This is an optimization exercise on Yosys and OpenROAD, whose aim is small area, not a production implementation.
Function was checked by simulation only, so behaviour that the tests miss may differ from the original.
In runs 2 and 3 the design's own scripts or RTL, not TritonCTS, make the clock network.
No driver is modelled on the clock port, so clock power and skew are understated where the tree is cut down; a real chip needs a root buffer or a tree.
Power is estimated from default activity; no workload was simulated.

==> design/flow/constraint.sdc <==
create_clock -name core_clock -period 8.0 [get_ports {clock}]
set_input_delay 1.6000 -clock core_clock [delete_from_list [all_inputs] [get_ports {clock}]]
set_output_delay 1.6000 -clock core_clock [all_outputs]
set_load 0.01 [all_outputs]
==> design/flow/config.mk <==
export PLATFORM = sky130hd
export DESIGN_NAME = MultMan
export DESIGN_NICKNAME = MultMan
export VERILOG_FILES = /design/flow/design.v
export SDC_FILE = /design/flow/constraint.sdc
export NUM_CORES = 4
export LEC_CHECK = 0
export CAP_MARGIN = 20
export CORE_MARGIN = 2
export CORE_UTILIZATION = 60
export GPL_TIMING_DRIVEN = 0
export PLACE_DENSITY = 0.7
export SLEW_MARGIN = 20
export SYNTH_HIERARCHICAL = 1
==> design/flow/standard.sh <==
#!/bin/bash
# synth_recipe.tcl (not shown) runs the flow's synth.tcl, then flattens the netlist and writes it again
# the make line also repeats each setting of config.mk as NAME=value (left out here)
make -C /OpenROAD-flow-scripts/flow DESIGN_CONFIG=/design/flow/config.mk WORK_HOME=/design/flow/orfs CLKGATE_MAP_FILE= SYNTH_SCRIPT=/design/flow/synth_recipe.tcl "${@:-finish}"
==> design/flow/flow/run.sh <==
#!/bin/bash
# Own flow: the standard layout, with the smallest buffer on the ports and
# small clock buffers for the clock tree.
set -euo pipefail
CTS="-sink_clustering_enable -repair_clock_nets -dont_use_dummy_load"
CTS="$CTS -buf_list sky130_fd_sc_hd__clkbuf_8 -root_buf sky130_fd_sc_hd__clkbuf_8"
CTS="$CTS -sink_clustering_size 24 -sink_clustering_max_diameter 40"
bash standard.sh \
  "BUFFER_PORTS_ARGS=-buffer_cell sky130_fd_sc_hd__buf_1" \
  "CTS_ARGS=$CTS" \
  finish > standard.log 2>&1
==> design/flow/design.v <==
module MultMan(
  input         clock,
  input         reset,
  input         io_rstn,
  input         io_data_rdy,
  input  [9:0]  io_mult1,
  input  [9:0]  io_mult2,
  output        io_res_rdy,
  output [19:0] io_res
);
  reg [89:0] a;
  reg [89:0] b;
  reg [19:0] res;
  reg v1n, v2, v3n, v4, v5n, v6, v7n, v8, v9n, v10;
  wire clr, clrn;
  ClearDecode u_clr(.reset(reset), .rstn(io_rstn), .clr(clr), .clrn(clrn));
  wire v1n_d, v2_d, v3n_d, v4_d, v5n_d, v6_d, v7n_d, v8_d, v9n_d, v10_d, gn;
  Nand2 u_v1 (.a(io_data_rdy), .b(clrn), .y(v1n_d));
  Nor2  u_v2 (.a(clr), .b(v1n), .y(v2_d));
  Nand2 u_v3 (.a(v2), .b(clrn), .y(v3n_d));
  Nor2  u_v4 (.a(clr), .b(v3n), .y(v4_d));
  Nand2 u_v5 (.a(v4), .b(clrn), .y(v5n_d));
  Nor2  u_v6 (.a(clr), .b(v5n), .y(v6_d));
  Nand2 u_v7 (.a(v6), .b(clrn), .y(v7n_d));
  Nor2  u_v8 (.a(clr), .b(v7n), .y(v8_d));
  Nand2 u_v9 (.a(v8), .b(clrn), .y(v9n_d));
  Nor2  u_v10(.a(clr), .b(v9n), .y(v10_d));
  Inv   u_gn (.a(v10_d), .y(gn));
  wire [19:0] pn, res_d;
  wire pn_0_0;
  Nand2 u_pn_0_0(.a(a[80]), .b(b[80]), .y(pn_0_0));
  wire pn_0_1;
  Nand2 u_pn_0_1(.a(a[80]), .b(b[81]), .y(pn_0_1));
  wire pn_0_2;
  Nand2 u_pn_0_2(.a(a[80]), .b(b[82]), .y(pn_0_2));
  wire pn_0_3;
  Nand2 u_pn_0_3(.a(a[80]), .b(b[83]), .y(pn_0_3));
  wire pn_0_4;
  Nand2 u_pn_0_4(.a(a[80]), .b(b[84]), .y(pn_0_4));
  wire pn_0_5;
  Nand2 u_pn_0_5(.a(a[80]), .b(b[85]), .y(pn_0_5));
  wire pn_0_6;
  Nand2 u_pn_0_6(.a(a[80]), .b(b[86]), .y(pn_0_6));
  wire pn_0_7;
  Nand2 u_pn_0_7(.a(a[80]), .b(b[87]), .y(pn_0_7));
  wire pn_0_8;
  Nand2 u_pn_0_8(.a(a[80]), .b(b[88]), .y(pn_0_8));
  wire pn_0_9;
  Nand2 u_pn_0_9(.a(a[80]), .b(b[89]), .y(pn_0_9));
  wire pn_1_0;
  Nand2 u_pn_1_0(.a(a[81]), .b(b[80]), .y(pn_1_0));
  wire pn_1_1;
  Nand2 u_pn_1_1(.a(a[81]), .b(b[81]), .y(pn_1_1));
  wire pn_1_2;
  Nand2 u_pn_1_2(.a(a[81]), .b(b[82]), .y(pn_1_2));
  wire pn_1_3;
  Nand2 u_pn_1_3(.a(a[81]), .b(b[83]), .y(pn_1_3));
  wire pn_1_4;
  Nand2 u_pn_1_4(.a(a[81]), .b(b[84]), .y(pn_1_4));
  wire pn_1_5;
  Nand2 u_pn_1_5(.a(a[81]), .b(b[85]), .y(pn_1_5));
  wire pn_1_6;
  Nand2 u_pn_1_6(.a(a[81]), .b(b[86]), .y(pn_1_6));
  wire pn_1_7;
  Nand2 u_pn_1_7(.a(a[81]), .b(b[87]), .y(pn_1_7));
  wire pn_1_8;
  Nand2 u_pn_1_8(.a(a[81]), .b(b[88]), .y(pn_1_8));
  wire pn_1_9;
  Nand2 u_pn_1_9(.a(a[81]), .b(b[89]), .y(pn_1_9));
  wire pn_2_0;
  Nand2 u_pn_2_0(.a(a[82]), .b(b[80]), .y(pn_2_0));
  wire pn_2_1;
  Nand2 u_pn_2_1(.a(a[82]), .b(b[81]), .y(pn_2_1));
  wire pn_2_2;
  Nand2 u_pn_2_2(.a(a[82]), .b(b[82]), .y(pn_2_2));
  wire pn_2_3;
  Nand2 u_pn_2_3(.a(a[82]), .b(b[83]), .y(pn_2_3));
  wire pn_2_4;
  Nand2 u_pn_2_4(.a(a[82]), .b(b[84]), .y(pn_2_4));
  wire pn_2_5;
  Nand2 u_pn_2_5(.a(a[82]), .b(b[85]), .y(pn_2_5));
  wire pn_2_6;
  Nand2 u_pn_2_6(.a(a[82]), .b(b[86]), .y(pn_2_6));
  wire pn_2_7;
  Nand2 u_pn_2_7(.a(a[82]), .b(b[87]), .y(pn_2_7));
  wire pn_2_8;
  Nand2 u_pn_2_8(.a(a[82]), .b(b[88]), .y(pn_2_8));
  wire pn_2_9;
  Nand2 u_pn_2_9(.a(a[82]), .b(b[89]), .y(pn_2_9));
  wire pn_3_0;
  Nand2 u_pn_3_0(.a(a[83]), .b(b[80]), .y(pn_3_0));
  wire pn_3_1;
  Nand2 u_pn_3_1(.a(a[83]), .b(b[81]), .y(pn_3_1));
  wire pn_3_2;
  Nand2 u_pn_3_2(.a(a[83]), .b(b[82]), .y(pn_3_2));
  wire pn_3_3;
  Nand2 u_pn_3_3(.a(a[83]), .b(b[83]), .y(pn_3_3));
  wire pn_3_4;
  Nand2 u_pn_3_4(.a(a[83]), .b(b[84]), .y(pn_3_4));
  wire pn_3_5;
  Nand2 u_pn_3_5(.a(a[83]), .b(b[85]), .y(pn_3_5));
  wire pn_3_6;
  Nand2 u_pn_3_6(.a(a[83]), .b(b[86]), .y(pn_3_6));
  wire pn_3_7;
  Nand2 u_pn_3_7(.a(a[83]), .b(b[87]), .y(pn_3_7));
  wire pn_3_8;
  Nand2 u_pn_3_8(.a(a[83]), .b(b[88]), .y(pn_3_8));
  wire pn_3_9;
  Nand2 u_pn_3_9(.a(a[83]), .b(b[89]), .y(pn_3_9));
  wire pn_4_0;
  Nand2 u_pn_4_0(.a(a[84]), .b(b[80]), .y(pn_4_0));
  wire pn_4_1;
  Nand2 u_pn_4_1(.a(a[84]), .b(b[81]), .y(pn_4_1));
  wire pn_4_2;
  Nand2 u_pn_4_2(.a(a[84]), .b(b[82]), .y(pn_4_2));
  wire pn_4_3;
  Nand2 u_pn_4_3(.a(a[84]), .b(b[83]), .y(pn_4_3));
  wire pn_4_4;
  Nand2 u_pn_4_4(.a(a[84]), .b(b[84]), .y(pn_4_4));
  wire pn_4_5;
  Nand2 u_pn_4_5(.a(a[84]), .b(b[85]), .y(pn_4_5));
  wire pn_4_6;
  Nand2 u_pn_4_6(.a(a[84]), .b(b[86]), .y(pn_4_6));
  wire pn_4_7;
  Nand2 u_pn_4_7(.a(a[84]), .b(b[87]), .y(pn_4_7));
  wire pn_4_8;
  Nand2 u_pn_4_8(.a(a[84]), .b(b[88]), .y(pn_4_8));
  wire pn_4_9;
  Nand2 u_pn_4_9(.a(a[84]), .b(b[89]), .y(pn_4_9));
  wire pn_5_0;
  Nand2 u_pn_5_0(.a(a[85]), .b(b[80]), .y(pn_5_0));
  wire pn_5_1;
  Nand2 u_pn_5_1(.a(a[85]), .b(b[81]), .y(pn_5_1));
  wire pn_5_2;
  Nand2 u_pn_5_2(.a(a[85]), .b(b[82]), .y(pn_5_2));
  wire pn_5_3;
  Nand2 u_pn_5_3(.a(a[85]), .b(b[83]), .y(pn_5_3));
  wire pn_5_4;
  Nand2 u_pn_5_4(.a(a[85]), .b(b[84]), .y(pn_5_4));
  wire pn_5_5;
  Nand2 u_pn_5_5(.a(a[85]), .b(b[85]), .y(pn_5_5));
  wire pn_5_6;
  Nand2 u_pn_5_6(.a(a[85]), .b(b[86]), .y(pn_5_6));
  wire pn_5_7;
  Nand2 u_pn_5_7(.a(a[85]), .b(b[87]), .y(pn_5_7));
  wire pn_5_8;
  Nand2 u_pn_5_8(.a(a[85]), .b(b[88]), .y(pn_5_8));
  wire pn_5_9;
  Nand2 u_pn_5_9(.a(a[85]), .b(b[89]), .y(pn_5_9));
  wire pn_6_0;
  Nand2 u_pn_6_0(.a(a[86]), .b(b[80]), .y(pn_6_0));
  wire pn_6_1;
  Nand2 u_pn_6_1(.a(a[86]), .b(b[81]), .y(pn_6_1));
  wire pn_6_2;
  Nand2 u_pn_6_2(.a(a[86]), .b(b[82]), .y(pn_6_2));
  wire pn_6_3;
  Nand2 u_pn_6_3(.a(a[86]), .b(b[83]), .y(pn_6_3));
  wire pn_6_4;
  Nand2 u_pn_6_4(.a(a[86]), .b(b[84]), .y(pn_6_4));
  wire pn_6_5;
  Nand2 u_pn_6_5(.a(a[86]), .b(b[85]), .y(pn_6_5));
  wire pn_6_6;
  Nand2 u_pn_6_6(.a(a[86]), .b(b[86]), .y(pn_6_6));
  wire pn_6_7;
  Nand2 u_pn_6_7(.a(a[86]), .b(b[87]), .y(pn_6_7));
  wire pn_6_8;
  Nand2 u_pn_6_8(.a(a[86]), .b(b[88]), .y(pn_6_8));
  wire pn_6_9;
  Nand2 u_pn_6_9(.a(a[86]), .b(b[89]), .y(pn_6_9));
  wire pn_7_0;
  Nand2 u_pn_7_0(.a(a[87]), .b(b[80]), .y(pn_7_0));
  wire pn_7_1;
  Nand2 u_pn_7_1(.a(a[87]), .b(b[81]), .y(pn_7_1));
  wire pn_7_2;
  Nand2 u_pn_7_2(.a(a[87]), .b(b[82]), .y(pn_7_2));
  wire pn_7_3;
  Nand2 u_pn_7_3(.a(a[87]), .b(b[83]), .y(pn_7_3));
  wire pn_7_4;
  Nand2 u_pn_7_4(.a(a[87]), .b(b[84]), .y(pn_7_4));
  wire pn_7_5;
  Nand2 u_pn_7_5(.a(a[87]), .b(b[85]), .y(pn_7_5));
  wire pn_7_6;
  Nand2 u_pn_7_6(.a(a[87]), .b(b[86]), .y(pn_7_6));
  wire pn_7_7;
  Nand2 u_pn_7_7(.a(a[87]), .b(b[87]), .y(pn_7_7));
  wire pn_7_8;
  Nand2 u_pn_7_8(.a(a[87]), .b(b[88]), .y(pn_7_8));
  wire pn_7_9;
  Nand2 u_pn_7_9(.a(a[87]), .b(b[89]), .y(pn_7_9));
  wire pn_8_0;
  Nand2 u_pn_8_0(.a(a[88]), .b(b[80]), .y(pn_8_0));
  wire pn_8_1;
  Nand2 u_pn_8_1(.a(a[88]), .b(b[81]), .y(pn_8_1));
  wire pn_8_2;
  Nand2 u_pn_8_2(.a(a[88]), .b(b[82]), .y(pn_8_2));
  wire pn_8_3;
  Nand2 u_pn_8_3(.a(a[88]), .b(b[83]), .y(pn_8_3));
  wire pn_8_4;
  Nand2 u_pn_8_4(.a(a[88]), .b(b[84]), .y(pn_8_4));
  wire pn_8_5;
  Nand2 u_pn_8_5(.a(a[88]), .b(b[85]), .y(pn_8_5));
  wire pn_8_6;
  Nand2 u_pn_8_6(.a(a[88]), .b(b[86]), .y(pn_8_6));
  wire pn_8_7;
  Nand2 u_pn_8_7(.a(a[88]), .b(b[87]), .y(pn_8_7));
  wire pn_8_8;
  Nand2 u_pn_8_8(.a(a[88]), .b(b[88]), .y(pn_8_8));
  wire pn_8_9;
  Nand2 u_pn_8_9(.a(a[88]), .b(b[89]), .y(pn_8_9));
  wire pn_9_0;
  Nand2 u_pn_9_0(.a(a[89]), .b(b[80]), .y(pn_9_0));
  wire pn_9_1;
  Nand2 u_pn_9_1(.a(a[89]), .b(b[81]), .y(pn_9_1));
  wire pn_9_2;
  Nand2 u_pn_9_2(.a(a[89]), .b(b[82]), .y(pn_9_2));
  wire pn_9_3;
  Nand2 u_pn_9_3(.a(a[89]), .b(b[83]), .y(pn_9_3));
  wire pn_9_4;
  Nand2 u_pn_9_4(.a(a[89]), .b(b[84]), .y(pn_9_4));
  wire pn_9_5;
  Nand2 u_pn_9_5(.a(a[89]), .b(b[85]), .y(pn_9_5));
  wire pn_9_6;
  Nand2 u_pn_9_6(.a(a[89]), .b(b[86]), .y(pn_9_6));
  wire pn_9_7;
  Nand2 u_pn_9_7(.a(a[89]), .b(b[87]), .y(pn_9_7));
  wire pn_9_8;
  Nand2 u_pn_9_8(.a(a[89]), .b(b[88]), .y(pn_9_8));
  wire pn_9_9;
  Nand2 u_pn_9_9(.a(a[89]), .b(b[89]), .y(pn_9_9));
  wire hsn0;
  Xnor2 u_hsn0(.a(pn_0_1), .b(pn_1_0), .y(hsn0));
  wire hcn0;
  Or2 u_hcn0(.a(pn_0_1), .b(pn_1_0), .y(hcn0));
  wire hsn1;
  Xnor2 u_hsn1(.a(pn_0_2), .b(pn_1_1), .y(hsn1));
  wire hcn1;
  Or2 u_hcn1(.a(pn_0_2), .b(pn_1_1), .y(hcn1));
  wire fsn0, fcn0;
  FullAdd u_fsn0(.a(pn_2_0), .b(hsn1), .c(hcn0), .s(fsn0), .co(fcn0));
  wire hsn2;
  Xnor2 u_hsn2(.a(pn_0_3), .b(pn_1_2), .y(hsn2));
  wire hcn2;
  Or2 u_hcn2(.a(pn_0_3), .b(pn_1_2), .y(hcn2));
  wire fsn1, fcn1;
  FullAdd u_fsn1(.a(pn_2_1), .b(pn_3_0), .c(hsn2), .s(fsn1), .co(fcn1));
  wire fsn2, fcn2;
  FullAdd u_fsn2(.a(hcn1), .b(fcn0), .c(fsn1), .s(fsn2), .co(fcn2));
  wire hsn3;
  Xnor2 u_hsn3(.a(pn_0_4), .b(pn_1_3), .y(hsn3));
  wire hcn3;
  Or2 u_hcn3(.a(pn_0_4), .b(pn_1_3), .y(hcn3));
  wire fsn3, fcn3;
  FullAdd u_fsn3(.a(pn_2_2), .b(pn_3_1), .c(pn_4_0), .s(fsn3), .co(fcn3));
  wire fsn4, fcn4;
  FullAdd u_fsn4(.a(hsn3), .b(hcn2), .c(fsn3), .s(fsn4), .co(fcn4));
  wire fsn5, fcn5;
  FullAdd u_fsn5(.a(fcn1), .b(fsn4), .c(fcn2), .s(fsn5), .co(fcn5));
  wire hsn4;
  Xnor2 u_hsn4(.a(pn_0_5), .b(pn_1_4), .y(hsn4));
  wire hcn4;
  Or2 u_hcn4(.a(pn_0_5), .b(pn_1_4), .y(hcn4));
  wire fsn6, fcn6;
  FullAdd u_fsn6(.a(pn_2_3), .b(pn_3_2), .c(pn_4_1), .s(fsn6), .co(fcn6));
  wire fsn7, fcn7;
  FullAdd u_fsn7(.a(pn_5_0), .b(hsn4), .c(hcn3), .s(fsn7), .co(fcn7));
  wire fsn8, fcn8;
  FullAdd u_fsn8(.a(fcn3), .b(fsn6), .c(fsn7), .s(fsn8), .co(fcn8));
  wire fsn9, fcn9;
  FullAdd u_fsn9(.a(fcn4), .b(fsn8), .c(fcn5), .s(fsn9), .co(fcn9));
  wire hsn5;
  Xnor2 u_hsn5(.a(pn_0_6), .b(pn_1_5), .y(hsn5));
  wire hcn5;
  Or2 u_hcn5(.a(pn_0_6), .b(pn_1_5), .y(hcn5));
  wire fsn10, fcn10;
  FullAdd u_fsn10(.a(pn_2_4), .b(pn_3_3), .c(pn_4_2), .s(fsn10), .co(fcn10));
  wire fsn11, fcn11;
  FullAdd u_fsn11(.a(pn_5_1), .b(pn_6_0), .c(hsn5), .s(fsn11), .co(fcn11));
  wire fsn12, fcn12;
  FullAdd u_fsn12(.a(hcn4), .b(fcn6), .c(fsn10), .s(fsn12), .co(fcn12));
  wire fsn13, fcn13;
  FullAdd u_fsn13(.a(fcn7), .b(fsn11), .c(fsn12), .s(fsn13), .co(fcn13));
  wire fsn14, fcn14;
  FullAdd u_fsn14(.a(fcn8), .b(fsn13), .c(fcn9), .s(fsn14), .co(fcn14));
  wire hsn6;
  Xnor2 u_hsn6(.a(pn_0_7), .b(pn_1_6), .y(hsn6));
  wire hcn6;
  Or2 u_hcn6(.a(pn_0_7), .b(pn_1_6), .y(hcn6));
  wire fsn15, fcn15;
  FullAdd u_fsn15(.a(pn_2_5), .b(pn_3_4), .c(pn_4_3), .s(fsn15), .co(fcn15));
  wire fsn16, fcn16;
  FullAdd u_fsn16(.a(pn_5_2), .b(pn_6_1), .c(pn_7_0), .s(fsn16), .co(fcn16));
  wire fsn17, fcn17;
  FullAdd u_fsn17(.a(hsn6), .b(hcn5), .c(fcn10), .s(fsn17), .co(fcn17));
  wire fsn18, fcn18;
  FullAdd u_fsn18(.a(fsn15), .b(fsn16), .c(fcn11), .s(fsn18), .co(fcn18));
  wire fsn19, fcn19;
  FullAdd u_fsn19(.a(fcn12), .b(fsn17), .c(fsn18), .s(fsn19), .co(fcn19));
  wire fsn20, fcn20;
  FullAdd u_fsn20(.a(fcn13), .b(fsn19), .c(fcn14), .s(fsn20), .co(fcn20));
  wire hsn7;
  Xnor2 u_hsn7(.a(pn_0_8), .b(pn_1_7), .y(hsn7));
  wire hcn7;
  Or2 u_hcn7(.a(pn_0_8), .b(pn_1_7), .y(hcn7));
  wire fsn21, fcn21;
  FullAdd u_fsn21(.a(pn_2_6), .b(pn_3_5), .c(pn_4_4), .s(fsn21), .co(fcn21));
  wire fsn22, fcn22;
  FullAdd u_fsn22(.a(pn_5_3), .b(pn_6_2), .c(pn_7_1), .s(fsn22), .co(fcn22));
  wire fsn23, fcn23;
  FullAdd u_fsn23(.a(pn_8_0), .b(hsn7), .c(hcn6), .s(fsn23), .co(fcn23));
  wire fsn24, fcn24;
  FullAdd u_fsn24(.a(fcn15), .b(fcn16), .c(fsn21), .s(fsn24), .co(fcn24));
  wire fsn25, fcn25;
  FullAdd u_fsn25(.a(fsn22), .b(fsn23), .c(fcn17), .s(fsn25), .co(fcn25));
  wire fsn26, fcn26;
  FullAdd u_fsn26(.a(fsn24), .b(fcn18), .c(fsn25), .s(fsn26), .co(fcn26));
  wire fsn27, fcn27;
  FullAdd u_fsn27(.a(fcn19), .b(fsn26), .c(fcn20), .s(fsn27), .co(fcn27));
  wire hsn8;
  Xnor2 u_hsn8(.a(pn_0_9), .b(pn_1_8), .y(hsn8));
  wire hcn8;
  Or2 u_hcn8(.a(pn_0_9), .b(pn_1_8), .y(hcn8));
  wire fsn28, fcn28;
  FullAdd u_fsn28(.a(pn_2_7), .b(pn_3_6), .c(pn_4_5), .s(fsn28), .co(fcn28));
  wire fsn29, fcn29;
  FullAdd u_fsn29(.a(pn_5_4), .b(pn_6_3), .c(pn_7_2), .s(fsn29), .co(fcn29));
  wire fsn30, fcn30;
  FullAdd u_fsn30(.a(pn_8_1), .b(pn_9_0), .c(hsn8), .s(fsn30), .co(fcn30));
  wire fsn31, fcn31;
  FullAdd u_fsn31(.a(hcn7), .b(fcn21), .c(fcn22), .s(fsn31), .co(fcn31));
  wire fsn32, fcn32;
  FullAdd u_fsn32(.a(fsn28), .b(fsn29), .c(fcn23), .s(fsn32), .co(fcn32));
  wire fsn33, fcn33;
  FullAdd u_fsn33(.a(fsn30), .b(fcn24), .c(fsn31), .s(fsn33), .co(fcn33));
  wire fsn34, fcn34;
  FullAdd u_fsn34(.a(fsn32), .b(fcn25), .c(fsn33), .s(fsn34), .co(fcn34));
  wire fsn35, fcn35;
  FullAdd u_fsn35(.a(fcn26), .b(fsn34), .c(fcn27), .s(fsn35), .co(fcn35));
  wire hsn9;
  Xnor2 u_hsn9(.a(pn_1_9), .b(pn_2_8), .y(hsn9));
  wire hcn9;
  Or2 u_hcn9(.a(pn_1_9), .b(pn_2_8), .y(hcn9));
  wire fsn36, fcn36;
  FullAdd u_fsn36(.a(pn_3_7), .b(pn_4_6), .c(pn_5_5), .s(fsn36), .co(fcn36));
  wire fsn37, fcn37;
  FullAdd u_fsn37(.a(pn_6_4), .b(pn_7_3), .c(pn_8_2), .s(fsn37), .co(fcn37));
  wire fsn38, fcn38;
  FullAdd u_fsn38(.a(pn_9_1), .b(hsn9), .c(hcn8), .s(fsn38), .co(fcn38));
  wire fsn39, fcn39;
  FullAdd u_fsn39(.a(fcn28), .b(fcn29), .c(fsn36), .s(fsn39), .co(fcn39));
  wire fsn40, fcn40;
  FullAdd u_fsn40(.a(fsn37), .b(fcn30), .c(fsn38), .s(fsn40), .co(fcn40));
  wire fsn41, fcn41;
  FullAdd u_fsn41(.a(fcn31), .b(fsn39), .c(fcn32), .s(fsn41), .co(fcn41));
  wire fsn42, fcn42;
  FullAdd u_fsn42(.a(fsn40), .b(fcn33), .c(fsn41), .s(fsn42), .co(fcn42));
  wire fsn43, fcn43;
  FullAdd u_fsn43(.a(fcn34), .b(fsn42), .c(fcn35), .s(fsn43), .co(fcn43));
  wire fsn44, fcn44;
  FullAdd u_fsn44(.a(pn_2_9), .b(pn_3_8), .c(pn_4_7), .s(fsn44), .co(fcn44));
  wire fsn45, fcn45;
  FullAdd u_fsn45(.a(pn_5_6), .b(pn_6_5), .c(pn_7_4), .s(fsn45), .co(fcn45));
  wire fsn46, fcn46;
  FullAdd u_fsn46(.a(pn_8_3), .b(pn_9_2), .c(hcn9), .s(fsn46), .co(fcn46));
  wire fsn47, fcn47;
  FullAdd u_fsn47(.a(fcn36), .b(fcn37), .c(fsn44), .s(fsn47), .co(fcn47));
  wire fsn48, fcn48;
  FullAdd u_fsn48(.a(fsn45), .b(fcn38), .c(fsn46), .s(fsn48), .co(fcn48));
  wire fsn49, fcn49;
  FullAdd u_fsn49(.a(fcn39), .b(fsn47), .c(fcn40), .s(fsn49), .co(fcn49));
  wire fsn50, fcn50;
  FullAdd u_fsn50(.a(fsn48), .b(fcn41), .c(fsn49), .s(fsn50), .co(fcn50));
  wire fsn51, fcn51;
  FullAdd u_fsn51(.a(fcn42), .b(fsn50), .c(fcn43), .s(fsn51), .co(fcn51));
  wire fsn52, fcn52;
  FullAdd u_fsn52(.a(pn_3_9), .b(pn_4_8), .c(pn_5_7), .s(fsn52), .co(fcn52));
  wire fsn53, fcn53;
  FullAdd u_fsn53(.a(pn_6_6), .b(pn_7_5), .c(pn_8_4), .s(fsn53), .co(fcn53));
  wire fsn54, fcn54;
  FullAdd u_fsn54(.a(pn_9_3), .b(fcn44), .c(fcn45), .s(fsn54), .co(fcn54));
  wire fsn55, fcn55;
  FullAdd u_fsn55(.a(fsn52), .b(fsn53), .c(fcn46), .s(fsn55), .co(fcn55));
  wire fsn56, fcn56;
  FullAdd u_fsn56(.a(fcn47), .b(fsn54), .c(fcn48), .s(fsn56), .co(fcn56));
  wire fsn57, fcn57;
  FullAdd u_fsn57(.a(fsn55), .b(fcn49), .c(fsn56), .s(fsn57), .co(fcn57));
  wire fsn58, fcn58;
  FullAdd u_fsn58(.a(fcn50), .b(fsn57), .c(fcn51), .s(fsn58), .co(fcn58));
  wire fsn59, fcn59;
  FullAdd u_fsn59(.a(pn_4_9), .b(pn_5_8), .c(pn_6_7), .s(fsn59), .co(fcn59));
  wire fsn60, fcn60;
  FullAdd u_fsn60(.a(pn_7_6), .b(pn_8_5), .c(pn_9_4), .s(fsn60), .co(fcn60));
  wire fsn61, fcn61;
  FullAdd u_fsn61(.a(fcn52), .b(fcn53), .c(fsn59), .s(fsn61), .co(fcn61));
  wire fsn62, fcn62;
  FullAdd u_fsn62(.a(fsn60), .b(fcn54), .c(fsn61), .s(fsn62), .co(fcn62));
  wire fsn63, fcn63;
  FullAdd u_fsn63(.a(fcn55), .b(fsn62), .c(fcn56), .s(fsn63), .co(fcn63));
  wire fsn64, fcn64;
  FullAdd u_fsn64(.a(fcn57), .b(fsn63), .c(fcn58), .s(fsn64), .co(fcn64));
  wire fsn65, fcn65;
  FullAdd u_fsn65(.a(pn_5_9), .b(pn_6_8), .c(pn_7_7), .s(fsn65), .co(fcn65));
  wire fsn66, fcn66;
  FullAdd u_fsn66(.a(pn_8_6), .b(pn_9_5), .c(fcn59), .s(fsn66), .co(fcn66));
  wire fsn67, fcn67;
  FullAdd u_fsn67(.a(fcn60), .b(fsn65), .c(fcn61), .s(fsn67), .co(fcn67));
  wire fsn68, fcn68;
  FullAdd u_fsn68(.a(fsn66), .b(fcn62), .c(fsn67), .s(fsn68), .co(fcn68));
  wire fsn69, fcn69;
  FullAdd u_fsn69(.a(fsn68), .b(fcn63), .c(fcn64), .s(fsn69), .co(fcn69));
  wire fsn70, fcn70;
  FullAdd u_fsn70(.a(pn_6_9), .b(pn_7_8), .c(pn_8_7), .s(fsn70), .co(fcn70));
  wire fsn71, fcn71;
  FullAdd u_fsn71(.a(pn_9_6), .b(fcn65), .c(fsn70), .s(fsn71), .co(fcn71));
  wire fsn72, fcn72;
  FullAdd u_fsn72(.a(fcn66), .b(fsn71), .c(fcn67), .s(fsn72), .co(fcn72));
  wire fsn73, fcn73;
  FullAdd u_fsn73(.a(fsn72), .b(fcn68), .c(fcn69), .s(fsn73), .co(fcn73));
  wire fsn74, fcn74;
  FullAdd u_fsn74(.a(pn_7_9), .b(pn_8_8), .c(pn_9_7), .s(fsn74), .co(fcn74));
  wire fsn75, fcn75;
  FullAdd u_fsn75(.a(fcn70), .b(fsn74), .c(fcn71), .s(fsn75), .co(fcn75));
  wire fsn76, fcn76;
  FullAdd u_fsn76(.a(fsn75), .b(fcn72), .c(fcn73), .s(fsn76), .co(fcn76));
  wire fsn77, fcn77;
  FullAdd u_fsn77(.a(pn_8_9), .b(pn_9_8), .c(fcn74), .s(fsn77), .co(fcn77));
  wire fsn78, fcn78;
  FullAdd u_fsn78(.a(fsn77), .b(fcn75), .c(fcn76), .s(fsn78), .co(fcn78));
  wire fsn79, fcn79;
  FullAdd u_fsn79(.a(pn_9_9), .b(fcn77), .c(fcn78), .s(fsn79), .co(fcn79));
  assign pn = {fcn79, fsn79, fsn78, fsn76, fsn73, fsn69, fsn64, fsn58, fsn51, fsn43, fsn35, fsn27, fsn20, fsn14, fsn9, fsn5, fsn2, fsn0, hsn0, pn_0_0};
  genvar k;
  generate
    for (k = 0; k < 20; k = k + 1) begin : g_res
      Nor2 u_res(.a(pn[k]), .b(gn), .y(res_d[k]));
    end
  endgenerate
  always @(posedge clock) begin
    a <= {a[79:0], io_mult1};
    b <= {b[79:0], io_mult2};
    v1n <= v1n_d;
    v2  <= v2_d;
    v3n <= v3n_d;
    v4  <= v4_d;
    v5n <= v5n_d;
    v6  <= v6_d;
    v7n <= v7n_d;
    v8  <= v8_d;
    v9n <= v9n_d;
    v10 <= v10_d;
    res <= res_d;
  end
  assign io_res_rdy = v10;
  assign io_res = res;
endmodule
module ClearDecode(
  input  reset,
  input  rstn,
  output clr,
  output clrn
);
  assign clrn = rstn & ~reset;
  assign clr  = ~clrn;
endmodule
module FullAdd(
  input  a,
  input  b,
  input  c,
  output s,
  output co
);
  assign s  = a ^ b ^ c;
  assign co = (a & b) | (c & (a ^ b));
endmodule
module Nand2(input a, input b, output y);
  assign y = ~(a & b);
endmodule
module Nor2(input a, input b, output y);
  assign y = ~(a | b);
endmodule
module Or2(input a, input b, output y);
  assign y = a | b;
endmodule
module Xnor2(input a, input b, output y);
  assign y = ~(a ^ b);
endmodule
module Inv(input a, output y);
  assign y = ~a;
endmodule
==> results.yml, run 1 <==
placed_design:
  io_buffer_count: 44
  gp_congestion: 0.847
  post-place-cells: 623
  place_area_um2: 6800
  dp_hpwl_mm: 6.38
setup_path:
  worstSetupPathType: "flop to flop"
  critPathLaunchType: "flop"
  path_max_fanout: 10
  crit_arrival_ps: 8160
  critical_path_required_ps: 8370
  critPathCaptureType: "flop"
synth:
  yosysTopAreaCell: "dfxtp_1"
  synth_mux_area_frac: 0
  synth_compound_area_frac: 0
  yosysSeqAreaShare: 0.651
  synth_top_area_frac: 0.651
  synth-xor-area-share: 0.0136
  synthesis.area_um2: 6460
  yosys_register_bits: 210
  ys_types: 9
  synthAdderAreaFrac: 0.248
  synth-simple-area-share: 0.0872
  synth_top_family_by_area: "adder cells"
  yosysWarnings: 7
  synth_fp_nets: 547
  synthCells: 443
  avgSynthCellArea_um2: 14.6
  netlist_top_cells_area: "dfxtp_1 (65%), fa_1 (25%), nand2_1 (6.1%), nor2_1 (1.5%), xnor2_1 (1.4%)"
timing:
  slew_violations: 0
  setup-violations-final: 0
  fmax_mhz: 128
  rsz0062_at_grt: "false"
  finalHoldViolations: 0
  timing.setup.tns_ps: 0
  fin_crit_ps: 7790
  tightestPinTransition_ps: 681
  timing.final.crit_share: 0.973
  fin_worst_skew_ps: 66.4
  max_slew_margin: 0.545
pwr:
  clkPwrFrac: 0.275
  switching_power_mw: 0.488
  ir_drop_mv: 0.212
  total_power_mw: 2.00
  internal-power_mw: 1.51
  leakage_nw: 2.72
  p_comb_frac: 0.164
  sw_frac_of_total: 0.244
  seqPwrFrac: 0.560
  p_per_area_nw_per_um2: 278
clock_network:
  clockBufferDepth: 3
  htree_levels: 1
  clk_pin_slew_worst_paths_ps: 90
  cts_made_buffers: 23
  cts_sinks: 210
  root_buffer: "clkbuf_8"
  insertion_delay_ps: 520
  tritoncts: "built"
cells_and_area:
  diodes: 0
  utilization: 0.691
  final_cell_mix: "dfxtp_1 (201), nand2_1 (105), fa_1 (80), buf_1 (44), nor2_1 (25)"
  nNetsFinal: 619
  final_common_cell: "dfxtp_1"
  final_cell_count_no_fill: 649
  layout-area-overhead-vs-synth_pct: 11.0
  final_cell_area_um2: 7170
  drive_above_1_share: 0.0702
route:
  vias_per_cell: 4.81
  num_vias: 3119
  drt_iter0_markers: 98
  routed_wl_mm: 9.08
  drtPass1Iterations: 4
  ant_nets: 0
  drc: 0
  wire_per_inst_um: 14.0
worst_hold_path:
  hold_path.class: "flop to flop"
job:
  cap_violations: 0
global_route:
  grt_pass1_wl_mm: 15.8
  grt_pass1_vias: 3425
  grt_max_degree: 21
  overflow: 0
  antenna_found_initial: 0
  grt_use_total: 0.176
outcome:
  outcome: "complete, no violations"
floorplan:
  die_x_um: 108
  pin_count: 45
  die_y_um: 108
  num_rows: 37
  die_area_um2: 11600
  core_um2: 10400
  initial_core_util: 0.623
-- registers in the layout, indices dropped and copies added, names as in the netlist --
signal and cells:
v10 1, v7n 1, v3n 1, v1n 1
v8 1, v4 1, v6 1, a 90
v9n 1, v2 1, v5n 1, res 20
b 90
-- kinds of logic after synthesis --
family	Yosys count
buffers and inverters	1
and+or+nand+nor	142
adders and majority gates	80
xor gates and xnor gates	10
DFF	210
-- modules after synthesis (local to each module, per instance), excerpt --
module	flops+latches	copies in the design
Inv	0	1
Or2	0	10
Nor2	0	25
Xnor2	0	10
ClearDecode	0	1
FullAdd	0	80
-- power by group through the flow --
stage          combinational (mW)  sequential [mW]  clock, mW
4_1_cts                     0.337             1.12      0.571
2_1_floorplan               0.268             1.13          0
6_report                    0.328             1.12      0.549
3_5_place_dp                0.337             1.14          0
3_3_place_gp                0.324             1.14          0
5_1_grt                     0.391             1.12      0.609
-- metrics by stage --
step | hold WS (ps) | setup slack (ps)
after floorplan | 310 | 469
after global placement | 310 | -25.7
after detailed placement | 312 | -51.5
after CTS | 277 | 21.5
after global routing | 289 | 1.52
final | 278 | 213
-- layer usage --
metal / up-vias / GRT usage / share of wire
met5: - / 0 / 0
met4: 0 / 0.0559 / 0.026
met3: 17 / 0.0387 / 0.049
met2: 71 / 0.306 / 0.50
met1: 1556 / 0.220 / 0.43
li1: 1475 / - / -
-- layout make-up --
cell class | instances | area (um^2)
Timing Repair Buffer | 47 | 188
Tap cell | 136 | 170
Clock buffer | 23 | 317
Inverter | 1 | 3.75
Fill cell | 732 | 3200
Sequential cell | 210 | 4230
Multi-Input combinational cell | 232 | 2260
-- worst max-delay path, stage by stage, from the launching register on --
cell and delay (ps):
dfxtp_2 480, nand2_1 120, fa_1 540, fa_1 440
fa_1 420, fa_1 400, fa_1 410, fa_1 400
fa_1 410, fa_1 400, fa_1 430, fa_1 400
fa_1 380, fa_1 390, fa_1 390, fa_1 390
fa_1 390, fa_1 390, fa_1 490, nor2_1 40
-- synthesized netlist by cell type --
library cell and number:
dfxtp_1 210, inv_1 1, nor2b_1 1, fa_1 80
nor2_1 25, nand2b_1 1, or2_1 10, xnor2_1 10
nand2_1 105
-- path summary, 6_finish.rpt --
kind              startpoint  endpoint  slack [ps]  depth (start not counted)
hold / removal         b[35]     b[45]         280                          0
setup reg to reg       a[83]   res[18]         210                         19
hold reg to reg        b[35]     b[45]         280                          0
setup / recovery       a[83]   res[18]         210                         19
-- timing repair --
item                                    4_1_cts  5_1_grt
hold buffers                                  0        0
endpoints found under the setup margin        1        2
buffers inserted                              0        3
resized for setup                             5       12
pin swaps                                     0        0
==> inputs of run 2 (changes only) <==
==> design/flow/flow/run.sh (replaced) <==
#!/bin/bash
# Own flow: the standard layout, with the smallest buffer on the ports and
# a two-level clock tree (flow/mycts.tcl) in place of TritonCTS: compact groups
# of at most MYCTS_CAP flip-flops, one leaf buffer each, one root buffer.
set -euo pipefail
export PRE_CTS_TCL="$PWD/flow/mycts.tcl"
export MYCTS_CAP=12
export MYCTS_LEAF=sky130_fd_sc_hd__clkbuf_4
export MYCTS_ROOT=sky130_fd_sc_hd__clkbuf_8
export MYCTS_BIG=sky130_fd_sc_hd__clkbuf_8
export MYCTS_SLEW=0.120
bash standard.sh \
  "BUFFER_PORTS_ARGS=-buffer_cell sky130_fd_sc_hd__buf_1" \
  finish > standard.log 2>&1
==> design/flow/flow/mycts.tcl (new file) <==
# Clock tree for a design with one clock and a few hundred flip-flops: the
# flip-flops are split into compact groups of at most MYCTS_CAP (balanced,
# capacity-limited k-means on their placed positions), each group gets one
# leaf clock buffer at its centre, and one root buffer at the centre of the
# leaves drives all of them from the clock port.  Sourced as PRE_CTS_TCL; it
# replaces clock_tree_synthesis for the rest of the CTS step.

proc mycts_build { } {
  set block [ord::get_db_block]
  set db [ord::get_db]
  set cap $::env(MYCTS_CAP)
  set leaf_master [$db findMaster $::env(MYCTS_LEAF)]
  set root_master [$db findMaster $::env(MYCTS_ROOT)]
  set clk_net [[$block findBTerm clock] getNet]

  set sinks {}
  foreach it [$clk_net getITerms] {
    set bb [[$it getInst] getBBox]
    lappend sinks [list $it [expr {([$bb xMin] + [$bb xMax]) / 2}] \
      [expr {([$bb yMin] + [$bb yMax]) / 2}]]
  }
  set n [llength $sinks]
  set k [expr {int(ceil(double($n) / $cap))}]
  puts "mycts: $n sinks, $k leaf buffers of at most $cap"

  # start: horizontal bands of equal count, each cut into runs along x
  set rows [expr {max(1, int(round(sqrt($k))))}]
  set by_y [lsort -integer -index 2 $sinks]
  set cent {}
  set per_row [expr {int(ceil(double($k) / $rows))}]
  set left $k
  set start 0
  for {set r 0} {$r < $rows} {incr r} {
    set kr [expr {min($per_row, $left)}]
    set left [expr {$left - $kr}]
    set cnt [expr {$r == $rows - 1 ? $n - $start : $kr * $cap * $n / ($k * $cap)}]
    set band [lsort -integer -index 1 [lrange $by_y $start [expr {$start + $cnt - 1}]]]
    set start [expr {$start + $cnt}]
    set bn [llength $band]
    for {set c 0} {$c < $kr} {incr c} {
      set lo [expr {$c * $bn / $kr}]
      set hi [expr {($c + 1) * $bn / $kr - 1}]
      set sx 0; set sy 0; set m 0
      foreach s [lrange $band $lo $hi] {
        incr sx [lindex $s 1]; incr sy [lindex $s 2]; incr m
      }
      lappend cent [list [expr {$sx / max($m,1)}] [expr {$sy / max($m,1)}]]
    }
  }
  set k [llength $cent]

  # capacity-limited k-means
  for {set iter 0} {$iter < 30} {incr iter} {
    set pairs {}
    for {set i 0} {$i < $n} {incr i} {
      set s [lindex $sinks $i]
      for {set j 0} {$j < $k} {incr j} {
        set c [lindex $cent $j]
        lappend pairs [list [expr {abs([lindex $s 1] - [lindex $c 0]) + abs([lindex $s 2] - [lindex $c 1])}] $i $j]
      }
    }
    set pairs [lsort -integer -index 0 $pairs]
    set assign [lrepeat $n -1]
    set count [lrepeat $k 0]
    set done 0
    foreach p $pairs {
      lassign $p d i j
      if {[lindex $assign $i] >= 0 || [lindex $count $j] >= $cap} { continue }
      lset assign $i $j
      lset count $j [expr {[lindex $count $j] + 1}]
      incr done
      if {$done == $n} { break }
    }
    set sx [lrepeat $k 0]; set sy [lrepeat $k 0]
    for {set i 0} {$i < $n} {incr i} {
      set j [lindex $assign $i]
      lset sx $j [expr {[lindex $sx $j] + [lindex $sinks $i 1]}]
      lset sy $j [expr {[lindex $sy $j] + [lindex $sinks $i 2]}]
    }
    set new {}
    for {set j 0} {$j < $k} {incr j} {
      set m [lindex $count $j]
      if {$m > 0} {
        lappend new [list [expr {[lindex $sx $j] / $m}] [expr {[lindex $sy $j] / $m}]]
      } else {
        lappend new [lindex $cent $j]
      }
    }
    if {$new eq $cent} { break }
    set cent $new
  }
  puts "mycts: k-means stopped after $iter rounds, group sizes $count"

  # root buffer at the centre of the leaves
  set rx 0; set ry 0
  foreach c $cent { incr rx [lindex $c 0]; incr ry [lindex $c 1] }
  set rx [expr {$rx / $k}]; set ry [expr {$ry / $k}]
  set root [odb::dbInst_create $block $root_master clkbuf_root]
  $root setLocation [expr {$rx - [$root_master getWidth] / 2}] [expr {$ry - [$root_master getHeight] / 2}]
  $root setPlacementStatus PLACED
  set rnet [odb::dbNet_create $block clknet_root]
  $rnet setSigType CLOCK
  set leaf_nets {}
  for {set j 0} {$j < $k} {incr j} {
    set b [odb::dbInst_create $block $leaf_master clkbuf_leaf_$j]
    lassign [lindex $cent $j] cx cy
    $b setLocation [expr {$cx - [$leaf_master getWidth] / 2}] [expr {$cy - [$leaf_master getHeight] / 2}]
    $b setPlacementStatus PLACED
    set lnet [odb::dbNet_create $block clknet_leaf_$j]
    $lnet setSigType CLOCK
    [$b findITerm A] connect $rnet
    [$b findITerm X] connect $lnet
    lappend leaf_nets $lnet
  }
  for {set i 0} {$i < $n} {incr i} {
    set it [lindex $sinks $i 0]
    $it disconnect
    $it connect [lindex $leaf_nets [lindex $assign $i]]
  }
  [$root findITerm A] connect $clk_net
  [$root findITerm X] connect $rnet
  $clk_net setSigType CLOCK
  global_connect
  set_propagated_clock [all_clocks]

  # a leaf whose flip-flops would see too slow a clock edge gets a stronger
  # buffer
  if { [info exists ::env(MYCTS_BIG)] } {
    set big [$db findMaster $::env(MYCTS_BIG)]
    estimate_parasitics -placement
    for {set j 0} {$j < $k} {incr j} {
      set worst 0
      foreach p [get_pins -of_objects [get_nets clknet_leaf_$j] -filter "direction==input"] {
        set worst [expr {max($worst, [get_property $p slew_max])}]
      }
      if { $worst > $::env(MYCTS_SLEW) } {
        puts "mycts: leaf $j slew $worst, using $::env(MYCTS_BIG)"
        [$block findInst clkbuf_leaf_$j] swapMaster $big
      }
    }
  }
}

rename clock_tree_synthesis orfs_clock_tree_synthesis
proc clock_tree_synthesis { args } {
  mycts_build
}
==> run 2 against run 1 <==
Against the previous run: wire length increased by 0.12%; core utilization is 1.2 points lower; combinational power hardly changed; sequential cell count unchanged; via count fell by 0.77%; critical endpoint unchanged; global-route usage down 0.51 points; maximum frequency about the same; clock skew is 34 ps lower; critical path depth did not move; synthesized area stayed put.
==> results.yml, run 2 <==
outcome:
  outcome: "complete, no violations"
cells_and_area:
  final_cell_area_um2: 7050
  layout-area-overhead-vs-synth_pct: 9.08
  drive_above_1_share: 0.0723
  nNetsFinal: 618
  final_cell_mix: "dfxtp_1 (199), nand2_1 (105), fa_1 (80), buf_1 (44), nor2_1 (25)"
  final_cell_count_no_fill: 648
  final_common_cell: "dfxtp_1"
  diodes: 0
  top_regs: "a x90, b x90, res x20"
timing:
  timing.final.crit_share: 0.973
  fmax_mhz: 129
  tightestPinTransition_ps: 691
  setup-violations-final: 0
  finalHoldViolations: 0
  max_slew_margin: 0.539
  slew_violations: 0
  rsz0062_at_grt: "false"
  fin_worst_skew_ps: 32.5
  fin_crit_ps: 7780
synth:
  netlist_top_cells_area: "dfxtp_1 (65%), fa_1 (25%), nand2_1 (6.1%), nor2_1 (1.5%), xnor2_1 (1.4%)"
  async_flop_share: 0
  synth.most_common_cell: "dfxtp_1"
  yosysWarnings: 7
  synth-edff-count: 0
  yosys_register_bits: 210
  ys_types: 9
  yosysSeqAreaShare: 0.651
  yosysTopAreaCell: "dfxtp_1"
  synthesis.area_um2: 6460
  synthFlopType: "dfxtp_1"
  synth_fp_nets: 547
  synthTopCellsByCount: "dfxtp_1 (210), nand2_1 (105), fa_1 (80)"
  synthCells: 443
  synth_top_area_frac: 0.651
  avgSynthCellArea_um2: 14.6
setup_path:
  critPathCaptureType: "flop"
  crit_arrival_ps: 8110
  crit_family: "adder cells"
  critPathLaunchType: "flop"
  critPathSlowestCell: "fa_1"
  critical_path_required_ps: 8330
  cpPeakStageDelay_ps: 510
  critPathBufInv: 0
  crit_top_cell: "fa_1"
  worstSetupPathType: "flop to flop"
  path_max_fanout: 10
  crit_chain: "nand2_1 > fa_1 > fa_1 > fa_1 > fa_1 > fa_1 > fa_1 > fa_1 > fa_1 > fa_1 > fa_1 > fa_1 > fa_1 > fa_1 > fa_1 > fa_1 > fa_1 > fa_1 > nor2_1"
placed_design:
  place_area_um2: 6800
  dp_hpwl_mm: 6.38
  io_buffer_count: 44
  gp_congestion: 0.847
  post-place-cells: 623
clock_network:
  cts.hold.buffers_added: 0
  clk_pin_slew_worst_paths_ps: 110
  insertion_delay_ps: 450
global_route:
  antenna_found_initial: 0
  grt_pass1_wl_mm: 15.7
  grt_pass1_vias: 3361
  grt_use_total: 0.171
  grt_max_degree: 21
  overflow: 0
route:
  ant_nets: 0
  num_vias: 3095
  drtPass1Iterations: 4
  wire_per_inst_um: 14.0
  drt_iter0_markers: 122
  drc: 0
  vias_per_cell: 4.78
  routed_wl_mm: 9.10
floorplan:
  core_um2: 10400
  num_rows: 37
  pin_count: 45
  initial_core_util: 0.623
  die_x_um: 108
  die_y_um: 108
  die_area_um2: 11600
pwr:
  leakage_nw: 2.67
  ir_drop_mv: 0.219
  p_per_area_nw_per_um2: 263
worst_hold_path:
  hold_path.class: "flop to flop"
job:
  cap_violations: 0
## run 2: changes by cell type in the layout (fill, tap and decap cells not counted), sizes merged
cell	before	now
buf	47	50
clkbuf	23	19
## run 2: final timing paths
kind	from	endpoint	slack, ps	depth (start not counted)
max	a[84]	res[18]	220	19
min	a[74]	a[84]	290	0
max reg2reg	a[84]	res[18]	220	19
min reg2reg	a[74]	a[84]	290	0
## run 2: routing by layer
layer  share of wire  wire length, um  track usage
met1            0.44             3980        0.224
met2            0.50             4520        0.303
met3           0.054              491       0.0297
met4           0.011              104       0.0321
met5               0                0            0
## run 2: stage by stage
step	power [mW]	util	setup TNS [ps]	setup slack, ps	hold slack, ps
6_report	1.85	0.680	0	218	292
5_1_grt	1.98	0.680	0	6.51	285
4_1_cts	1.89	0.672	0	6.98	294
3_5_place_dp	1.48	0.655	-51.5	-51.5	312
3_3_place_gp	1.47	0.655	-25.7	-25.7	310
2_1_floorplan	1.40	-	0	469	310
## run 2: kinds of logic (layout without fill, tap and decap cells)
kind of cell,count (synthesis),in the layout,share of synthesized area
AND/OR/NAND/NOR,142,142,0.0872
adder cells (fa/ha/maj),80,80,0.248
buffers and inverters,1,70,0.000581
flip-flops,210,210,0.651
XOR/XNOR,10,10,0.0136
## run 2: power breakdown
group,switching (mW),total (mW),internal (mW)
Combinational,0.169,0.331,0.162
Clock,0.275,0.407,0.132
Sequential,0.0248,1.12,1.09
Total,0.469,1.85,1.39
## run 2: worst reg2reg max path, delay by kind of cell, from the launching register on
family,cells,cell delay [ps]
fa+ha+maj,17,7040
flops,1,490
simple gates,2,150
## run 2: modules after synthesis (local to each module, per instance)
module | times used | flops+latches | cell area [um^2]
Inv | 1 | 0 | 3.75
Nand2 | 105 | 0 | 3.75
Xnor2 | 10 | 0 | 8.76
MultMan | 1 | 210 | 4200
FullAdd | 80 | 0 | 20.0
Or2 | 10 | 0 | 6.26
Nor2 | 25 | 0 | 3.75
ClearDecode | 1 | 0 | 12.5
## run 2: timing repair
action                                  4_1_cts  5_1_grt
pin swaps                                     0        0
resized for setup                             7       13
endpoints found under the setup margin        1        2
buffers inserted                              0        6
## run 2: cell type report
cell class | count | area, um^2
flip-flops and latches | 210 | 4240
fillers | 750 | 3320
multi-input cells | 232 | 2260
repair buffers | 50 | 208
well taps | 136 | 170
plain buffers | 19 | 168
inverters | 1 | 3.75
==> inputs of run 3 (changes only) <==
--- a/design/flow/flow/run.sh
+++ b/design/flow/flow/run.sh
@@ -4,11 +4,13 @@
 # of at most MYCTS_CAP flip-flops, one leaf buffer each, one root buffer.
 set -euo pipefail
 export PRE_CTS_TCL="$PWD/flow/mycts.tcl"
-export MYCTS_CAP=12
+export MYCTS_CAP=11
 export MYCTS_LEAF=sky130_fd_sc_hd__clkbuf_4
 export MYCTS_ROOT=sky130_fd_sc_hd__clkbuf_8
 export MYCTS_BIG=sky130_fd_sc_hd__clkbuf_8
 export MYCTS_SLEW=0.120
+export MYCTS_LATE='res*'
+export MYCTS_LATE_BUF=sky130_fd_sc_hd__clkbuf_2
 bash standard.sh \
   "BUFFER_PORTS_ARGS=-buffer_cell sky130_fd_sc_hd__buf_1" \
   finish > standard.log 2>&1
--- a/design/flow/flow/mycts.tcl
+++ b/design/flow/flow/mycts.tcl
@@ -2,23 +2,16 @@
 # flip-flops are split into compact groups of at most MYCTS_CAP (balanced,
 # capacity-limited k-means on their placed positions), each group gets one
 # leaf clock buffer at its centre, and one root buffer at the centre of the
-# leaves drives all of them from the clock port.  Sourced as PRE_CTS_TCL; it
-# replaces clock_tree_synthesis for the rest of the CTS step.
+# leaves drives all of them from the clock port.  Flip-flops named by
+# MYCTS_LATE get their own leaves behind one extra buffer, a later clock edge
+# for the registers at the end of the design's longest register-to-register
+# path.  Sourced as PRE_CTS_TCL; it replaces clock_tree_synthesis for the
+# rest of the CTS step.
 
-proc mycts_build { } {
-  set block [ord::get_db_block]
-  set db [ord::get_db]
-  set cap $::env(MYCTS_CAP)
-  set leaf_master [$db findMaster $::env(MYCTS_LEAF)]
-  set root_master [$db findMaster $::env(MYCTS_ROOT)]
-  set clk_net [[$block findBTerm clock] getNet]
 
-  set sinks {}
-  foreach it [$clk_net getITerms] {
-    set bb [[$it getInst] getBBox]
-    lappend sinks [list $it [expr {([$bb xMin] + [$bb xMax]) / 2}] \
-      [expr {([$bb yMin] + [$bb yMax]) / 2}]]
-  }
+# Capacity-limited k-means of sinks {iterm x y} into groups of at most cap.
+# Returns {centroids assignment}.
+proc mycts_cluster { sinks cap } {
   set n [llength $sinks]
   set k [expr {int(ceil(double($n) / $cap))}]
   puts "mycts: $n sinks, $k leaf buffers of at most $cap"
@@ -91,32 +84,89 @@
   }
   puts "mycts: k-means stopped after $iter rounds, group sizes $count"
 
-  # root buffer at the centre of the leaves
-  set rx 0; set ry 0
-  foreach c $cent { incr rx [lindex $c 0]; incr ry [lindex $c 1] }
-  set rx [expr {$rx / $k}]; set ry [expr {$ry / $k}]
-  set root [odb::dbInst_create $block $root_master clkbuf_root]
-  $root setLocation [expr {$rx - [$root_master getWidth] / 2}] [expr {$ry - [$root_master getHeight] / 2}]
-  $root setPlacementStatus PLACED
-  set rnet [odb::dbNet_create $block clknet_root]
-  $rnet setSigType CLOCK
-  set leaf_nets {}
-  for {set j 0} {$j < $k} {incr j} {
-    set b [odb::dbInst_create $block $leaf_master clkbuf_leaf_$j]
-    lassign [lindex $cent $j] cx cy
-    $b setLocation [expr {$cx - [$leaf_master getWidth] / 2}] [expr {$cy - [$leaf_master getHeight] / 2}]
-    $b setPlacementStatus PLACED
-    set lnet [odb::dbNet_create $block clknet_leaf_$j]
-    $lnet setSigType CLOCK
-    [$b findITerm A] connect $rnet
+  return [list $cent $assign]
+}
+
+proc mycts_place { inst master x y } {
+  $inst setLocation [expr {$x - [$master getWidth] / 2}] [expr {$y - [$master getHeight] / 2}]
+  $inst setPlacementStatus PLACED
+}
+
+proc mycts_clock_net { block name } {
+  set net [odb::dbNet_create $block $name]
+  $net setSigType CLOCK
+  return $net
+}
+
+# Build the leaves of one group of sinks under driver net drv; returns the
+# leaf centres.  Leaf nets are named clknet_leaf_<n>, counted on from next.
+proc mycts_leaves { block sinks cap master drv next_var } {
+  upvar $next_var next
+  lassign [mycts_cluster $sinks $cap] cent assign
+  set nets {}
+  foreach c $cent {
+    set b [odb::dbInst_create $block $master clkbuf_leaf_$next]
+    mycts_place $b $master {*}$c
+    set lnet [mycts_clock_net $block clknet_leaf_$next]
+    [$b findITerm A] connect $drv
     [$b findITerm X] connect $lnet
-    lappend leaf_nets $lnet
+    lappend nets $lnet
+    incr next
   }
-  for {set i 0} {$i < $n} {incr i} {
+  for {set i 0} {$i < [llength $sinks]} {incr i} {
     set it [lindex $sinks $i 0]
     $it disconnect
-    $it connect [lindex $leaf_nets [lindex $assign $i]]
+    $it connect [lindex $nets [lindex $assign $i]]
   }
+  return $cent
+}
+
+proc mycts_centre { pts } {
+  set x 0; set y 0
+  foreach p $pts { incr x [lindex $p 0]; incr y [lindex $p 1] }
+  return [list [expr {$x / [llength $pts]}] [expr {$y / [llength $pts]}]]
+}
+
+proc mycts_build { } {
+  set block [ord::get_db_block]
+  set db [ord::get_db]
+  set cap $::env(MYCTS_CAP)
+  set leaf_master [$db findMaster $::env(MYCTS_LEAF)]
+  set root_master [$db findMaster $::env(MYCTS_ROOT)]
+  set clk_net [[$block findBTerm clock] getNet]
+
+  # sinks whose instance name matches MYCTS_LATE get their clock through one
+  # more buffer (MYCTS_LATE_BUF)
+  set sinks {}
+  set late {}
+  foreach it [$clk_net getITerms] {
+    set inst [$it getInst]
+    set bb [$inst getBBox]
+    set s [list $it [expr {([$bb xMin] + [$bb xMax]) / 2}]       [expr {([$bb yMin] + [$bb yMax]) / 2}]]
+    if { [info exists ::env(MYCTS_LATE)] && [string match $::env(MYCTS_LATE) [$inst getName]] } {
+      lappend late $s
+    } else {
+      lappend sinks $s
+    }
+  }
+
+  set root [odb::dbInst_create $block $root_master clkbuf_root]
+  set rnet [mycts_clock_net $block clknet_root]
+  set next 0
+  set cent [mycts_leaves $block $sinks $cap $leaf_master $rnet next]
+  if { [llength $late] > 0 } {
+    set lmaster [$db findMaster $::env(MYCTS_LATE_BUF)]
+    set lbuf [odb::dbInst_create $block $lmaster clkbuf_late]
+    set lnet [mycts_clock_net $block clknet_late]
+    set lcent [mycts_leaves $block $late $cap $leaf_master $lnet next]
+    set lc [mycts_centre $lcent]
+    mycts_place $lbuf $lmaster {*}$lc
+    [$lbuf findITerm A] connect $rnet
+    [$lbuf findITerm X] connect $lnet
+    lappend cent $lc
+    puts "mycts: [llength $late] late sinks under [llength $lcent] leaves"
+  }
+  mycts_place $root $root_master {*}[mycts_centre $cent]
   [$root findITerm A] connect $clk_net
   [$root findITerm X] connect $rnet
   $clk_net setSigType CLOCK
@@ -128,7 +178,7 @@
   if { [info exists ::env(MYCTS_BIG)] } {
     set big [$db findMaster $::env(MYCTS_BIG)]
     estimate_parasitics -placement
-    for {set j 0} {$j < $k} {incr j} {
+    for {set j 0} {$j < $next} {incr j} {
       set worst 0
       foreach p [get_pins -of_objects [get_nets clknet_leaf_$j] -filter "direction==input"] {
         set worst [expr {max($worst, [get_property $p slew_max])}]
==> run 3 against run 2 <==
Against the previous run: still clean; core utilization fell by 0.58 points; via count rose by 0.97%; total power rose by 0.97%; first-iteration DRC count fell by 13%; clock power rose by 4.9%; global-route usage rose by 0.35 points; die area did not move; setup slack improved by 41 ps; worst hold slack improved by 15 ps; critical endpoint unchanged; largest cell class unchanged.
==> results.yml, run 3 <==
route:
  vias_per_cell: 4.84
  routed_wl_mm: 9.12
  drc: 0
  num_vias: 3125
  ant_nets: 0
  drtPass1Iterations: 4
  drt_iter0_markers: 106
  wire_per_inst_um: 14.1
timing:
  rsz0062_at_grt: "false"
  finalHoldViolations: 0
  fin_ws_ps: 259
  fmax_mhz: 129
  setup-violations-final: 0
  tightestPinTransition_ps: 695
  slew_violations: 0
  fin_crit_ps: 7740
  timing.final.crit_share: 0.968
  max_slew_margin: 0.536
  fin_worst_skew_ps: 215
synth:
  synthTopCellsByCount: "dfxtp_1 (210), nand2_1 (105), fa_1 (80)"
  synth-edff-count: 0
  yosysTopAreaCell: "dfxtp_1"
  async_flop_share: 0
  synth.most_common_cell: "dfxtp_1"
  synth_mux_area_frac: 0
  synth_top_area_frac: 0.651
  ys_types: 9
  synthesis.area_um2: 6460
  synth_top_family_by_area: "adder cells"
  yosys_register_bits: 210
  synth_compound_area_frac: 0
  synthAdderAreaFrac: 0.248
  yosysWarnings: 7
  avgSynthCellArea_um2: 14.6
  yosysSeqAreaShare: 0.651
  synth_fp_nets: 547
  synthCells: 443
  synth-simple-area-share: 0.0872
  synth-xor-area-share: 0.0136
  netlist_top_cells_area: "dfxtp_1 (65%), fa_1 (25%), nand2_1 (6.1%), nor2_1 (1.5%), xnor2_1 (1.4%)"
  synthFlopType: "dfxtp_1"
cells_and_area:
  final_cell_mix: "dfxtp_1 (202), nand2_1 (105), fa_1 (80), buf_1 (44), nor2_1 (25)"
  final_cell_area_um2: 6990
  nNetsFinal: 615
  diodes: 0
  top_regs: "a x90, b x90, res x20"
  drive_above_1_share: 0.0589
  final_common_cell: "dfxtp_1"
  layout-area-overhead-vs-synth_pct: 8.15
global_route:
  grt_max_degree: 21
  antenna_found_initial: 0
  overflow: 0
  grt_use_total: 0.174
  grt_pass1_wl_mm: 16.0
  grt_pass1_vias: 3406
placed_design:
  place_area_um2: 6800
  io_buffer_count: 44
  gp_congestion: 0.847
  dp_hpwl_mm: 6.38
  dp_slack_ps: -51.5
worst_hold_path:
  hold_path.class: "flop to flop"
job:
  cap_violations: 0
setup_path:
  path_max_fanout: 10
  critPathLaunchType: "flop"
  crit_chain: "nand2_1 > fa_1 > fa_1 > fa_1 > fa_1 > fa_1 > fa_1 > fa_1 > fa_1 > fa_1 > fa_1 > fa_1 > fa_1 > fa_1 > fa_1 > fa_1 > fa_1 > fa_1 > nor2_1"
  critPathSlowestCell: "dfxtp_1"
  crit_arrival_ps: 8240
  critPathCaptureType: "flop"
  crit_top_cell: "fa_1"
  worstSetupPathType: "flop to flop"
  cpPeakStageDelay_ps: 610
  critical_path_required_ps: 8500
pwr:
  internal-power_mw: 1.39
  p_per_area_nw_per_um2: 268
  switching_power_mw: 0.478
  seqPwrFrac: 0.598
  ir_drop_mv: 0.198
  leakage_nw: 2.64
  sw_frac_of_total: 0.255
  p_comb_frac: 0.174
  clkPwrFrac: 0.228
floorplan:
  die_area_um2: 11600
  pin_count: 45
  initial_core_util: 0.623
  num_rows: 37
  core_um2: 10400
  die_y_um: 108
  die_x_um: 108
clock_network:
  cts.hold.buffers_added: 0
  insertion_delay_ps: 620
  clk_pin_slew_worst_paths_ps: 110
outcome:
  outcome: "complete, no violations"
==> run 3: cell counts after synthesis <==
Identical to the previous run, type by type.
==> run 3: stage by stage <==
step | hold WS (ps) | util | TNS [ps] | power (mW) | instances
2_1_floorplan | 310 | - | 0 | 1.40 | 443
3_3_place_gp | 310 | 0.655 | -25.7 | 1.47 | 623
3_5_place_dp | 312 | 0.655 | -51.5 | 1.48 | 623
4_1_cts | 307 | 0.673 | 0 | 1.91 | 645
5_1_grt | 287 | 0.674 | 0 | 2.00 | 645
6_report | 307 | 0.674 | 0 | 1.87 | 645
==> run 3: what timing repair did <==
action / in CTS / in global routing
resized for setup: 0 / 8
endpoints found under the setup margin: 0 / 2
endpoints found under the hold margin: 0 / 0
setup buffers: 0 / 0
==> run 3: Yosys stat by module (local to each module, per instance) <==
| module | area, um^2 | copies in the design |
|---|---|---|
| Inv | 3.75 | 1 |
| Nand2 | 3.75 | 105 |
| MultMan | 4200 | 1 |
| ClearDecode | 12.5 | 1 |
| Nor2 | 3.75 | 25 |
| Xnor2 | 8.76 | 10 |
| Or2 | 6.26 | 10 |
| FullAdd | 20.0 | 80 |
==> run 3: per-layer routing <==
layer | vias up | GRT usage | part of all wire
li1 | 1477 | - | -
met1 | 1554 | 0.226 | 0.43
met2 | 75 | 0.306 | 0.49
met3 | 19 | 0.0297 | 0.055
met4 | 0 | 0.0449 | 0.027
met5 | - | 0 | 0
==> run 3: area by class of cell <==
cell class | instances | area (um^2)
Timing Repair Buffer | 44 | 165
Buffer | 22 | 181
Multi-Input combinational cell | 232 | 2250
Inverter | 1 | 3.75
Fill cell | 754 | 3380
Sequential cell | 210 | 4210
Tap cell | 136 | 170
==> run 3: power groups by stage <==
stage                     Sequential [mW]  Clock [mW]  Combinational, mW
after floorplan                      1.13           0              0.268
after global placement               1.14           0              0.324
after detailed placement             1.14           0              0.337
after CTS                            1.12       0.452              0.338
after global routing                 1.13       0.489              0.389
final                                1.12       0.427              0.326
==> run 3: worst paths after layout <==
path / from / to / slack (ps) / cells past startpoint
max: a[84] / res[18] / 260 / 19
min: b[72] / b[82] / 310 / 0
min reg2reg: b[72] / b[82] / 310 / 0
max reg2reg: a[84] / res[18] / 260 / 19
==> run 3: cell families (layout without fill, tap and decap cells) <==
group | after synthesis | in the layout
DFF | 210 | 210
buffers and inverters | 1 | 67
and+or+nand+nor | 142 | 142
adders and majority gates | 80 | 80
xor gates and xnor gates | 10 | 10
==> run 3: critical path, delay by kind of cell (launching register included) <==
family	cells	cell delay [ps]
adders and majority gates	17	7050
DFF	1	610
and+or+nand+nor	2	170

-- separate check: timing with driven ports --
The results above use ideal ports. As a check the final layouts listed here were re-extracted and re-timed, cells and wires unchanged.
Step 1 assumes that a clkbuf_16 drives the clock port and a buf_2 every other input.
Step 2 adds t to the input delays and takes it off the output delays; t is the mean of the earliest and latest rising clock arrival at the registers after step 1. Input paths then give back, and output paths get back, about the clock's delay inside the block.
Three values: ideal, step 1, step 2; two values: the first two.
| run | t, ns | setup slack, ns | worst data-port slew with drivers (ns) |
|---|---|---|---|
| run 1 | 0.518 | 0.213 / 0.213 / 0.213 | 0.04 |
| run 2 | 0.460 | 0.218 / 0.218 / 0.218 | 0.04 |
| run 3 | 0.542 | 0.259 / 0.259 / 0.259 | 0.04 |
After both steps setup and hold are still met in every run listed.
